From an optimization exercise on the open Yosys and OpenROAD flow, aimed at small area; shortcuts taken in it are not production practice.
Function was checked by simulation only, so behaviour that the tests miss may differ from the original.
No activity file was given, so power comes from the tool's default toggle rates.

==> willow: inputs <==
## mips_pipeline
module mips_pipeline
(
    input  wire        clk,
    input  wire        rst,
    input  wire        enable,
    output wire [7:0]  imem_addr,
    input  wire [31:0] imem_data,
    output wire [7:0]  dmem_addr,
    output wire [31:0] dmem_wdata,
    output wire        dmem_we,
    input  wire [31:0] dmem_rdata
);
    reg [31:0] pc;
    reg [31:0] d_ins;            
    reg        d_v;              
    reg [31:0] e_ins;            
    reg        e_v;              
    reg        e_h;              
    reg [31:0] m_a;              
    reg [7:0]  m_x;              
    reg [4:0]  m_rd;
    reg        m_regw;
    reg        m_memw;
    reg        m_taken;
    reg        m_load;
    reg [2:0]  m_lop;
    reg [31:0] rf [1:31];
    wire halt = (imem_data == 32'hFFFFFFFF);
    assign imem_addr = pc[7:0];
    wire [4:0] d_rs = d_ins[25:21] & {5{d_v}};
    wire [4:0] d_rt = d_ins[20:16] & {5{d_v}};
    wire [5:0] op  = e_ins[31:26];
    wire [4:0] rs  = e_ins[25:21];
    wire [4:0] rt  = e_ins[20:16];
  ...
export LEC_CHECK = 0
export CAP_MARGIN = 20
export CORE_MARGIN = 2
export CORE_UTILIZATION = 60
export PLACE_DENSITY = 0.75
export SLEW_MARGIN = 20
export SYNTH_HIERARCHICAL = 1
create_clock -name core_clock -period 10.0 [get_ports {clk}]
standard.sh (not shown) runs the stock make flow with config.mk's settings and CLKGATE_MAP_FILE= SYNTH_SCRIPT=/design/flow/synth_recipe.tcl, a recipe that flattens the netlist after the stock synthesis.
==> flow/flow/run.sh <==
#!/bin/bash
# Layout: the standard flow (standard.sh, unchanged synthesis and steps) with two
# settings of ORFS's own: the ports are buffered with buf_1 instead of the cell
# buffer_ports picks, and the clock tree is built from clkbuf_8 without dummy loads,
# with sink clusters of at most 13 flip-flops and 60 um. make's output goes to
# flow_standard.log; each ORFS step writes its own log under orfs/logs/.
set -euo pipefail
export BUFFER_PORTS_ARGS="-buffer_cell sky130_fd_sc_hd__buf_1"
export CTS_ARGS="-sink_clustering_enable -repair_clock_nets -dont_use_dummy_load -sink_clustering_size 13 -sink_clustering_max_diameter 60 -buf_list sky130_fd_sc_hd__clkbuf_8"
bash standard.sh finish > flow_standard.log 2>&1
==> tundra (differences from willow) <==
--- a/flow/design.v
+++ b/flow/design.v
@@ -13,17 +13,17 @@
 );
     reg [31:0] pc;
     reg [31:0] d_ins;            
     reg        d_v;              
     reg [31:0] e_ins;            
     reg        e_v;              
     reg        e_h;              
     reg [31:0] m_a;              
-    reg [7:0]  m_x;              
+    reg [31:0] m_b;              
     reg [4:0]  m_rd;
     reg        m_regw;
     reg        m_memw;
     reg        m_taken;
     reg        m_load;
     reg [2:0]  m_lop;
     reg [31:0] rf [1:31];
     wire halt = (imem_data == 32'hFFFFFFFF);
@@ -199,35 +199,31 @@
         end
     endgenerate
     row22 shr(.a(brev), .s(left),    .b(B),   .ns(nleft),   .y(sh0));
     row22 sh_0(.a(f0),  .s(amt[0]),  .b(sh0), .ns(namt[0]), .y(sh1));
     row22 sh_1(.a(f1),  .s(amt[1]),  .b(sh1), .ns(namt[1]), .y(sh2));
     row22 sh_2(.a(f2),  .s(amt[2]),  .b(sh2), .ns(namt[2]), .y(sh3));
     row22 sh_3(.a(f3),  .s(amt[3]),  .b(sh3), .ns(namt[3]), .y(sh4));
     row22 sh_4(.a(f4),  .s(amt[4]),  .b(sh4), .ns(namt[4]), .y(sr));
-    wire sel_al = (op_ar & ~op_slt | op_lg) & ~link & ~c_store;
+    wire sel_al = (op_ar & ~op_slt | op_lg) & ~link;
     wire sel_sr = (op_srl & ~big) | op_sra;
     wire sel_sl = (op_sll & ~big) | op_lui;
-    wire st_lo  = c_store;
-    wire st_mid = c_store & (op[2:0] != 3'b000);
-    wire st_hi  = c_store & (op[2:1] != 2'b00);
-    wire [31:0] res, t1, t2, t3;
+    wire [31:0] res, t1, t2;
     assign t2[0] = ~((pc1[0] & link) | (op_slt & slt));
     generate
         for (g = 0; g < 32; g = g + 1) begin : rsel
             aoi222 u1(.a0(sum[g]), .s0(sel_al), .a1(sr[g]), .s1(sel_sr), .a2(sr[31 - g]), .s2(sel_sl), .y(t1[g]));
             if (g % 2 == 0 && g > 0) begin : ev
                 cnand2 u2(.a(pc1[g]), .b(link), .y(t2[g]));
             end
             else if (g % 2 == 1) begin : od
                 cnand2b u2(.a_n(npc1[g]), .b(link), .y(t2[g]));
             end
-            cnand2 u4(.a(fb[g]), .b(g < 8 ? st_lo : g < 16 ? st_mid : st_hi), .y(t3[g]));
-            cnand3 u3(.a(t1[g]), .b(t2[g]), .c(t3[g]), .y(res[g]));
+            cnand2 u3(.a(t1[g]), .b(t2[g]), .y(res[g]));
         end
     endgenerate
     wire [31:0] pc1, npc1, S, p;
     wire [32:0] bw;              
     wire [32:0] bc;              
     assign bw[0] = ~e_h;
     generate
         for (g = 0; g < 32; g = g + 1) begin : brn
@@ -256,74 +252,61 @@
                 cxnor2 us(.a(p[g]), .b(bc[g]), .y(S[g]));
             end
         end
     endgenerate
     wire eq = ~|L;                   
     wire taken = e_v & (c_j | c_jal | c_jr | (c_beq & eq) | (c_bne & ~eq));
     wire sel_j  = c_j | c_jal;
     wire sel_br = c_oth & ~c_jr & ~sel_j;
-    wire noth   = ~c_oth;
-    wire [31:0] nT;
-    wire [7:0] mxd;
+    wire st_lo  = ~c_oth;
+    wire st_mid = ~c_oth & (op[2:0] != 3'b000);
+    wire st_hi  = ~c_oth & (op[2:1] != 2'b00);
+    wire [31:0] mbd;
     generate
-        for (g = 0; g < 32; g = g + 1) begin : tgt
+        for (g = 0; g < 32; g = g + 1) begin : mbsel
+            wire t, u;
             aoi222 u1(.a0(A[g]), .s0(c_jr), .a1(g < 26 ? e_ins[g] : pc1[g]), .s1(sel_j),
-                      .a2(S[g]), .s2(sel_br), .y(nT[g]));
-            if (g < 8) begin : lo
-                wire u;
-                cnand2 u2(.a(sum[g]), .b(noth), .y(u));
-                cnand2 u3(.a(nT[g]), .b(u), .y(mxd[g]));
-            end
+                      .a2(S[g]), .s2(sel_br), .y(t));
+            cnand2 u2(.a(fb[g]), .b(g < 8 ? st_lo : g < 16 ? st_mid : st_hi), .y(u));
+            cnand2 u3(.a(t), .b(u), .y(mbd[g]));
         end
     endgenerate
-    assign dmem_addr  = m_x;
-    assign dmem_wdata = m_a;
+    assign dmem_addr  = m_a[7:0];
+    assign dmem_wdata = m_b;
     assign dmem_we    = enable & m_memw;
     wire ld_byte = (m_lop[1:0] == 2'b00);
     wire ld_half = (m_lop[1:0] == 2'b01);
     wire ld_sgn  = ~m_lop[2];
     wire ext8  = ld_sgn & dmem_rdata[7];
     wire ext16 = ld_sgn & dmem_rdata[15];
     wire [31:0] ldata = ld_byte ? {{24{ext8}}, dmem_rdata[7:0]} :
                         ld_half ? {{16{ext16}}, dmem_rdata[15:0]} : dmem_rdata;
     wire [31:0] wdata = m_load ? ldata : m_a;
     wire        wen   = rst & enable & m_regw;
     wire pc_cin = enable & ~m_taken & ~stall & ~halt;
     wire pc_tk  = enable & m_taken;
     wire pc_st  = rst & pc_tk;
     wire pc_si  = rst & ~pc_tk;
-    wire pc_pre = rst & enable & ~m_taken & taken;
-    wire npc_pre = ~pc_pre;
-    wire pc_hinc = pc_si & ~pc_pre;
     wire [32:0] pcc;             
     wire [31:0] pc_inc, pc_d;
-    wire [31:8] pc_u;
     assign pcc[0] = pc_cin;
-    row22h24 uph(.a(pc[31:8]), .s(pc_st), .b(pc_inc[31:8]), .ns(pc_hinc), .y(pc_u));
     generate
         for (g = 0; g < 32; g = g + 1) begin : pcb
             if (g % 2 == 0) begin : ev
                 cnand2 uc(.a(pc[g]), .b(pcc[g]), .y(pcc[g + 1]));
                 cxor2  us(.a(pc[g]), .b(pcc[g]), .y(pc_inc[g]));
             end
             else begin : od
                 wire npc;
                 cinv   ui(.a(pc[g]), .y(npc));
                 cnor2  uc(.a(pcc[g]), .b(npc), .y(pcc[g + 1]));
                 cxnor2 us(.a(pc[g]), .b(pcc[g]), .y(pc_inc[g]));
             end
-            if (g < 8) begin : lo
-                holdmux um(.q(pc_inc[g]), .d(m_x[g]), .we(pc_st), .nwe(pc_si), .y(pc_d[g]));
-            end
-            else begin : hi
-                wire v;
-                cor2   uo(.a(nT[g]), .b(npc_pre), .y(v));
-                cnand2 un(.a(pc_u[g]), .b(v), .y(pc_d[g]));
-            end
+            holdmux um(.q(pc_inc[g]), .d(m_b[g]), .we(pc_st), .nwe(pc_si), .y(pc_d[g]));
         end
     endgenerate
     always @(posedge clk) pc <= pc_d;
     always @(posedge clk) begin
         if (~rst) begin
             d_v     <= 1'b0;
             e_v     <= 1'b0;
             m_regw  <= 1'b0;
@@ -344,17 +327,17 @@
         end
     end
     always @(posedge clk) begin
         if (enable) begin
             if (~stall) d_ins <= imem_data;
             e_ins  <= d_ins;
             e_h    <= halt;
             m_a    <= res;
-            m_x    <= mxd;
+            m_b    <= mbd;
             m_rd   <= dest;
             m_load <= c_load;
             m_lop  <= op[2:0];
         end
     end
     generate
         for (g = 1; g < 32; g = g + 1) begin : regs
             wire wr = wen & (m_rd == g);
@@ -372,30 +355,26 @@
               input wire a2, input wire s2, output wire y);
     assign y = ~((a0 & s0) | (a1 & s1) | (a2 & s2));
 endmodule
 module aoi22(input wire a0, input wire s0, input wire a1, input wire s1,
              output wire y);
     assign y = ~((a0 & s0) | (a1 & s1));
 endmodule
 module rdbit32(input wire [31:0] d, input wire [31:0] s, output wire y);
-    wire [9:0] t;
-    wire n1, n2, n3, m;
+    wire [10:0] t;
     genvar k;
     generate
         for (k = 0; k < 10; k = k + 1) begin : g
             aoi222 u(.a0(d[3*k]), .s0(s[3*k]), .a1(d[3*k+1]), .s1(s[3*k+1]),
                      .a2(d[3*k+2]), .s2(s[3*k+2]), .y(t[k]));
         end
     endgenerate
-    cnand4 m1(.a(t[0]), .b(t[1]), .c(t[2]), .d(t[3]), .y(n1));
-    cnand4 m2(.a(t[4]), .b(t[5]), .c(t[6]), .d(t[7]), .y(n2));
-    cnand2 m3(.a(t[8]), .b(t[9]), .y(n3));
-    cor3   m4(.a(n1), .b(n2), .c(n3), .y(m));
-    ca221o m5(.a1(d[30]), .a2(s[30]), .b1(d[31]), .b2(s[31]), .c(m), .y(y));
+    assign t[10] = 1'b1;
+    assign y = ~&t | (d[30] & s[30]) | (d[31] & s[31]);
 endmodule
 module rdbit33(input wire [32:0] d, input wire [32:0] s, output wire y);
     wire [10:0] t;
     genvar k;
     generate
         for (k = 0; k < 11; k = k + 1) begin : g
             aoi222 u(.a0(d[3*k]), .s0(s[3*k]), .a1(d[3*k+1]), .s1(s[3*k+1]),
                      .a2(d[3*k+2]), .s2(s[3*k+2]), .y(t[k]));
@@ -438,28 +417,8 @@
 endmodule
 module row22h(input wire [15:0] a, input wire s, input wire [15:0] b,
               input wire ns, output wire [15:0] y);
     assign y = ~((a & {16{s}}) | (b & {16{ns}}));
 endmodule
 module cnand2b(input wire a_n, input wire b, output wire y);
     assign y = ~(~a_n & b);
 endmodule
-module cor2(input wire a, input wire b, output wire y);
-    assign y = a | b;
-endmodule
-module row22h24(input wire [23:0] a, input wire s, input wire [23:0] b,
-                input wire ns, output wire [23:0] y);
-    assign y = ~((a & {24{s}}) | (b & {24{ns}}));
-endmodule
-module cnand3(input wire a, input wire b, input wire c, output wire y);
-    assign y = ~(a & b & c);
-endmodule
-module cnand4(input wire a, input wire b, input wire c, input wire d, output wire y);
-    assign y = ~(a & b & c & d);
-endmodule
-module cor3(input wire a, input wire b, input wire c, output wire y);
-    assign y = a | b | c;
-endmodule
-module ca221o(input wire a1, input wire a2, input wire b1, input wire b2,
-              input wire c, output wire y);
-    assign y = (a1 & a2) | (b1 & b2) | c;
-endmodule
==> lagoon (differences from willow) <==
--- a/flow/design.v
+++ b/flow/design.v
@@ -13,17 +13,17 @@
 );
     reg [31:0] pc;
     reg [31:0] d_ins;            
     reg        d_v;              
     reg [31:0] e_ins;            
     reg        e_v;              
     reg        e_h;              
     reg [31:0] m_a;              
-    reg [7:0]  m_x;              
+    reg [31:0] m_b;              
     reg [4:0]  m_rd;
     reg        m_regw;
     reg        m_memw;
     reg        m_taken;
     reg        m_load;
     reg [2:0]  m_lop;
     reg [31:0] rf [1:31];
     wire halt = (imem_data == 32'hFFFFFFFF);
@@ -45,35 +45,31 @@
     wire c_j     = (op == 6'b000010);
     wire c_jal   = (op == 6'b000011);
     wire c_beq   = (op == 6'b000100);
     wire c_bne   = (op == 6'b000101);
     wire regw = c_load | c_imm | c_jal | (c_r & (~c_jr | fn[0]));
     wire link = c_jal | (c_jr & fn[0]);
     wire [4:0] dest = c_jal ? 5'd31 : (c_r ? rdf : rt);
     wire stall = e_v & c_load & ((rt == d_rs) | (rt == d_rt));
-    reg shamt_sel;
-    wire n_shamt_sel = (d_ins[31:26] == 6'b000000) & (d_ins[5:2] == 4'b0000);
-    wire ga = ~fwd_a & ~shamt_sel;
-    always @(posedge clk)
-        if (enable) shamt_sel <= n_shamt_sel;
+    wire shamt_sel = c_r & (fn[5:2] == 4'b0000);
     reg fwd_a, fwd_b;
     wire n_regw = ~m_taken & e_v & regw;
     wire n_fwd_ok = n_regw & (dest != 5'd0);
     wire n_fwd_a = n_fwd_ok & (dest == d_ins[25:21]);
     wire n_fwd_b = n_fwd_ok & (dest == d_ins[20:16]);
     wire [32:0] sa, sb;
     assign sa[0]  = fwd_a & ~shamt_sel;
     assign sa[32] = shamt_sel;
     assign sb[0]  = fwd_b;
     assign sb[32] = 1'b0;
     genvar g, r;
     generate
         for (g = 1; g < 32; g = g + 1) begin : sel
-            assign sa[g] = (rs == g) & ga;
+            assign sa[g] = (rs == g) & ~fwd_a & ~shamt_sel;
             assign sb[g] = (rt == g) & ~fwd_b;
         end
     endgenerate
     wire [31:0] A, fb;
     generate
         for (g = 0; g < 32; g = g + 1) begin : rd
             wire [31:0] col;
             assign col[0] = m_a[g];
@@ -199,35 +195,31 @@
         end
     endgenerate
     row22 shr(.a(brev), .s(left),    .b(B),   .ns(nleft),   .y(sh0));
     row22 sh_0(.a(f0),  .s(amt[0]),  .b(sh0), .ns(namt[0]), .y(sh1));
     row22 sh_1(.a(f1),  .s(amt[1]),  .b(sh1), .ns(namt[1]), .y(sh2));
     row22 sh_2(.a(f2),  .s(amt[2]),  .b(sh2), .ns(namt[2]), .y(sh3));
     row22 sh_3(.a(f3),  .s(amt[3]),  .b(sh3), .ns(namt[3]), .y(sh4));
     row22 sh_4(.a(f4),  .s(amt[4]),  .b(sh4), .ns(namt[4]), .y(sr));
-    wire sel_al = (op_ar & ~op_slt | op_lg) & ~link & ~c_store;
+    wire sel_al = (op_ar & ~op_slt | op_lg) & ~link;
     wire sel_sr = (op_srl & ~big) | op_sra;
     wire sel_sl = (op_sll & ~big) | op_lui;
-    wire st_lo  = c_store;
-    wire st_mid = c_store & (op[2:0] != 3'b000);
-    wire st_hi  = c_store & (op[2:1] != 2'b00);
-    wire [31:0] res, t1, t2, t3;
+    wire [31:0] res, t1, t2;
     assign t2[0] = ~((pc1[0] & link) | (op_slt & slt));
     generate
         for (g = 0; g < 32; g = g + 1) begin : rsel
             aoi222 u1(.a0(sum[g]), .s0(sel_al), .a1(sr[g]), .s1(sel_sr), .a2(sr[31 - g]), .s2(sel_sl), .y(t1[g]));
             if (g % 2 == 0 && g > 0) begin : ev
                 cnand2 u2(.a(pc1[g]), .b(link), .y(t2[g]));
             end
             else if (g % 2 == 1) begin : od
                 cnand2b u2(.a_n(npc1[g]), .b(link), .y(t2[g]));
             end
-            cnand2 u4(.a(fb[g]), .b(g < 8 ? st_lo : g < 16 ? st_mid : st_hi), .y(t3[g]));
-            cnand3 u3(.a(t1[g]), .b(t2[g]), .c(t3[g]), .y(res[g]));
+            cnand2 u3(.a(t1[g]), .b(t2[g]), .y(res[g]));
         end
     endgenerate
     wire [31:0] pc1, npc1, S, p;
     wire [32:0] bw;              
     wire [32:0] bc;              
     assign bw[0] = ~e_h;
     generate
         for (g = 0; g < 32; g = g + 1) begin : brn
@@ -256,105 +248,72 @@
                 cxnor2 us(.a(p[g]), .b(bc[g]), .y(S[g]));
             end
         end
     endgenerate
     wire eq = ~|L;                   
     wire taken = e_v & (c_j | c_jal | c_jr | (c_beq & eq) | (c_bne & ~eq));
     wire sel_j  = c_j | c_jal;
     wire sel_br = c_oth & ~c_jr & ~sel_j;
-    wire noth   = ~c_oth;
-    wire [31:0] nT;
-    wire [7:0] mxd;
+    wire st_lo  = ~c_oth;
+    wire st_mid = ~c_oth & (op[2:0] != 3'b000);
+    wire st_hi  = ~c_oth & (op[2:1] != 2'b00);
+    wire [31:0] mbd;
     generate
-        for (g = 0; g < 32; g = g + 1) begin : tgt
+        for (g = 0; g < 32; g = g + 1) begin : mbsel
+            wire t, u;
             aoi222 u1(.a0(A[g]), .s0(c_jr), .a1(g < 26 ? e_ins[g] : pc1[g]), .s1(sel_j),
-                      .a2(S[g]), .s2(sel_br), .y(nT[g]));
-            if (g < 8) begin : lo
-                wire u;
-                cnand2 u2(.a(sum[g]), .b(noth), .y(u));
-                cnand2 u3(.a(nT[g]), .b(u), .y(mxd[g]));
-            end
+                      .a2(S[g]), .s2(sel_br), .y(t));
+            cnand2 u2(.a(fb[g]), .b(g < 8 ? st_lo : g < 16 ? st_mid : st_hi), .y(u));
+            cnand2 u3(.a(t), .b(u), .y(mbd[g]));
         end
     endgenerate
-    assign dmem_addr  = m_x;
-    assign dmem_wdata = m_a;
+    assign dmem_addr  = m_a[7:0];
+    assign dmem_wdata = m_b;
     assign dmem_we    = enable & m_memw;
     wire ld_byte = (m_lop[1:0] == 2'b00);
     wire ld_half = (m_lop[1:0] == 2'b01);
     wire ld_sgn  = ~m_lop[2];
     wire ext8  = ld_sgn & dmem_rdata[7];
     wire ext16 = ld_sgn & dmem_rdata[15];
     wire [31:0] ldata = ld_byte ? {{24{ext8}}, dmem_rdata[7:0]} :
                         ld_half ? {{16{ext16}}, dmem_rdata[15:0]} : dmem_rdata;
     wire [31:0] wdata = m_load ? ldata : m_a;
     wire        wen   = rst & enable & m_regw;
-    wire pc_cin = enable & ~m_taken & ~stall & ~halt;
-    wire pc_tk  = enable & m_taken;
-    wire pc_st  = rst & pc_tk;
-    wire pc_si  = rst & ~pc_tk;
-    wire pc_pre = rst & enable & ~m_taken & taken;
-    wire npc_pre = ~pc_pre;
-    wire pc_hinc = pc_si & ~pc_pre;
-    wire [32:0] pcc;             
-    wire [31:0] pc_inc, pc_d;
-    wire [31:8] pc_u;
-    assign pcc[0] = pc_cin;
-    row22h24 uph(.a(pc[31:8]), .s(pc_st), .b(pc_inc[31:8]), .ns(pc_hinc), .y(pc_u));
-    generate
-        for (g = 0; g < 32; g = g + 1) begin : pcb
-            if (g % 2 == 0) begin : ev
-                cnand2 uc(.a(pc[g]), .b(pcc[g]), .y(pcc[g + 1]));
-                cxor2  us(.a(pc[g]), .b(pcc[g]), .y(pc_inc[g]));
-            end
-            else begin : od
-                wire npc;
-                cinv   ui(.a(pc[g]), .y(npc));
-                cnor2  uc(.a(pcc[g]), .b(npc), .y(pcc[g + 1]));
-                cxnor2 us(.a(pc[g]), .b(pcc[g]), .y(pc_inc[g]));
-            end
-            if (g < 8) begin : lo
-                holdmux um(.q(pc_inc[g]), .d(m_x[g]), .we(pc_st), .nwe(pc_si), .y(pc_d[g]));
-            end
-            else begin : hi
-                wire v;
-                cor2   uo(.a(nT[g]), .b(npc_pre), .y(v));
-                cnand2 un(.a(pc_u[g]), .b(v), .y(pc_d[g]));
-            end
-        end
-    endgenerate
-    always @(posedge clk) pc <= pc_d;
     always @(posedge clk) begin
         if (~rst) begin
+            pc      <= 32'b0;
             d_v     <= 1'b0;
             e_v     <= 1'b0;
             m_regw  <= 1'b0;
             m_memw  <= 1'b0;
             m_taken <= 1'b0;
             fwd_a   <= 1'b0;
             fwd_b   <= 1'b0;
         end
         else if (enable) begin
+            if (m_taken)     pc <= m_b;
+            else if (~stall) pc <= halt ? pc : pc + 32'd1;
             if (m_taken)     d_v <= 1'b0;
             else if (~stall) d_v <= 1'b1;
             e_v     <= ~m_taken & d_v & ~stall;
             m_regw  <= n_regw;
             fwd_a   <= n_fwd_a;
             fwd_b   <= n_fwd_b;
             m_memw  <= ~m_taken & e_v & c_store;
             m_taken <= ~m_taken & taken;
         end
     end
     always @(posedge clk) begin
         if (enable) begin
             if (~stall) d_ins <= imem_data;
             e_ins  <= d_ins;
             e_h    <= halt;
             m_a    <= res;
-            m_x    <= mxd;
+            m_b    <= mbd;
             m_rd   <= dest;
             m_load <= c_load;
             m_lop  <= op[2:0];
         end
     end
     generate
         for (g = 1; g < 32; g = g + 1) begin : regs
             wire wr = wen & (m_rd == g);
@@ -372,30 +331,26 @@
               input wire a2, input wire s2, output wire y);
     assign y = ~((a0 & s0) | (a1 & s1) | (a2 & s2));
 endmodule
 module aoi22(input wire a0, input wire s0, input wire a1, input wire s1,
              output wire y);
     assign y = ~((a0 & s0) | (a1 & s1));
 endmodule
 module rdbit32(input wire [31:0] d, input wire [31:0] s, output wire y);
-    wire [9:0] t;
-    wire n1, n2, n3, m;
+    wire [10:0] t;
     genvar k;
     generate
         for (k = 0; k < 10; k = k + 1) begin : g
             aoi222 u(.a0(d[3*k]), .s0(s[3*k]), .a1(d[3*k+1]), .s1(s[3*k+1]),
                      .a2(d[3*k+2]), .s2(s[3*k+2]), .y(t[k]));
         end
     endgenerate
-    cnand4 m1(.a(t[0]), .b(t[1]), .c(t[2]), .d(t[3]), .y(n1));
-    cnand4 m2(.a(t[4]), .b(t[5]), .c(t[6]), .d(t[7]), .y(n2));
-    cnand2 m3(.a(t[8]), .b(t[9]), .y(n3));
-    cor3   m4(.a(n1), .b(n2), .c(n3), .y(m));
-    ca221o m5(.a1(d[30]), .a2(s[30]), .b1(d[31]), .b2(s[31]), .c(m), .y(y));
+    assign t[10] = 1'b1;
+    assign y = ~&t | (d[30] & s[30]) | (d[31] & s[31]);
 endmodule
 module rdbit33(input wire [32:0] d, input wire [32:0] s, output wire y);
     wire [10:0] t;
     genvar k;
     generate
         for (k = 0; k < 11; k = k + 1) begin : g
             aoi222 u(.a0(d[3*k]), .s0(s[3*k]), .a1(d[3*k+1]), .s1(s[3*k+1]),
                      .a2(d[3*k+2]), .s2(s[3*k+2]), .y(t[k]));
@@ -438,28 +393,8 @@
 endmodule
 module row22h(input wire [15:0] a, input wire s, input wire [15:0] b,
               input wire ns, output wire [15:0] y);
     assign y = ~((a & {16{s}}) | (b & {16{ns}}));
 endmodule
 module cnand2b(input wire a_n, input wire b, output wire y);
     assign y = ~(~a_n & b);
 endmodule
-module cor2(input wire a, input wire b, output wire y);
-    assign y = a | b;
-endmodule
-module row22h24(input wire [23:0] a, input wire s, input wire [23:0] b,
-                input wire ns, output wire [23:0] y);
-    assign y = ~((a & {24{s}}) | (b & {24{ns}}));
-endmodule
-module cnand3(input wire a, input wire b, input wire c, output wire y);
-    assign y = ~(a & b & c);
-endmodule
-module cnand4(input wire a, input wire b, input wire c, input wire d, output wire y);
-    assign y = ~(a & b & c & d);
-endmodule
-module cor3(input wire a, input wire b, input wire c, output wire y);
-    assign y = a | b | c;
-endmodule
-module ca221o(input wire a1, input wire a2, input wire b1, input wire b2,
-              input wire c, output wire y);
-    assign y = (a1 & a2) | (b1 & b2) | c;
-endmodule
==> flow/run.sh (new file) <==
#!/bin/bash
# synth_recipe.tcl (not shown) runs the flow's synth.tcl, then flattens the netlist and writes it again
# the make line also repeats each setting of config.mk as NAME=value (left out here)
make -C /OpenROAD-flow-scripts/flow DESIGN_CONFIG=/design/flow/config.mk WORK_HOME=/design/flow/orfs CLKGATE_MAP_FILE= SYNTH_SCRIPT=/design/flow/synth_recipe.tcl finish
==> flow/config.mk (replaced) <==
export PLATFORM = sky130hd
export DESIGN_NAME = mips_pipeline
export DESIGN_NICKNAME = mips_pipeline
export VERILOG_FILES = /design/flow/design.v
export SDC_FILE = /design/flow/constraint.sdc
export NUM_CORES = 4
export LEC_CHECK = 0
export CAP_MARGIN = 20
export CORE_MARGIN = 2
export CORE_UTILIZATION = 60
export CTS_CLUSTER_DIAMETER = 100
export CTS_CLUSTER_SIZE = 20
export PLACE_DENSITY = 0.75
export SLEW_MARGIN = 20
export SYNTH_HIERARCHICAL = 1
removed: flow/flow/run.sh
removed: flow/standard.sh
==> metrics.md <==
| Metric | Value |
|---|---|
| Static leakage | `21.85 nW` |
| WL met3 | `44730 um` |
| Synth Area in Adders | `0.04265%` |
| Hold path startpoint | `d_ins[9]$_DFFE_PP_` |
| WL met2 | `96350 um` |
| Fillers | `6728` |
| Fmax | `0.1038 GHz` |
| Post-Route Utilization | `67.80%` |
| Register area | `24780 um^2` |
| Core area | `87020 um^2` |
| Initial Utilization | `60.67%` |
| Multi-input gate area | `27700 um^2` |
| Buffer share of cell area | `4.865%` |
| Switch share | `27.82%` |
| Inserted Clock Buffers | `69` |
| Layout Skew | `0.04818 ns` |
| Run status | `no timing/DRC/antenna violations` |
| Largest net degree at the start of global routing | `70` |
| Post-Syn Nets | `4812` |
[end of results for lagoon]
==> metrics.md <==
| Metric | Value |
|---|---|
| Hold path startpoint | `d_ins[13]$_DFFE_PP_` |
| WL met2 | `95140 um` |
| Post-Route Utilization | `66.01%` |
| Register area | `24090 um^2` |
| Fmax | `0.1082 GHz` |
| Initial Utilization | `60.50%` |
| Synth Area in Adders | `0.01946%` |
| Static leakage | `20.98 nW` |
| Layout Skew | `0.1520 ns` |
| Post-Syn Nets | `4680` |
| Largest net degree at the start of global routing | `52` |
| WL met3 | `36650 um` |
| Run status | `no timing/DRC/antenna violations` |
| Fillers | `6820` |
| Core area | `85010 um^2` |
[end of results for willow]
==> metrics.md <==
| Metric | Value |
|---|---|
| Fmax | `0.1138 GHz` |
| Register area | `24810 um^2` |
| Inserted Clock Buffers | `106` |
| Multi-input gate area | `26790 um^2` |
| Hold path startpoint | `d_ins[11]$_DFFE_PP_` |
| Run status | `no timing/DRC/antenna violations` |
| Switch share | `27.96%` |
| Initial Utilization | `60.80%` |
| Buffer share of cell area | `3.278%` |
| Synth Area in Adders | `0.01927%` |
| Core area | `85410 um^2` |
| Fillers | `6872` |
| WL met2 | `92310 um` |
| Post-Route Utilization | `66.40%` |
[end of results for tundra]

what the ideal ports hide:
No port has a modelled driver above. Below, the same layouts with a new extraction and two added sets of constraints.
Step 1, drivers: a clkbuf_16 drives clk and a buf_2 each remaining input, both assumed.
Step 2 also shifts input and output timing later by t, the mid clock arrival at the registers, as if the neighbouring blocks saw the same clock.
a / b / c = ideal / step 1 / step 2; a / b = the first two.
| run | shift t [ns] | slack for setup (ns) | worst setup path at the end |
|---|---|---|---|
| willow | 0.841 | 0.756 / 0.756 / 0.756 | register to register |
| tundra | 0.870 | 1.214 / 1.214 / 1.214 | register to register |
| lagoon | 0.747 | 0.364 / 0.364 / 0.364 | register to register |
After both steps setup and hold are still met in every run listed.
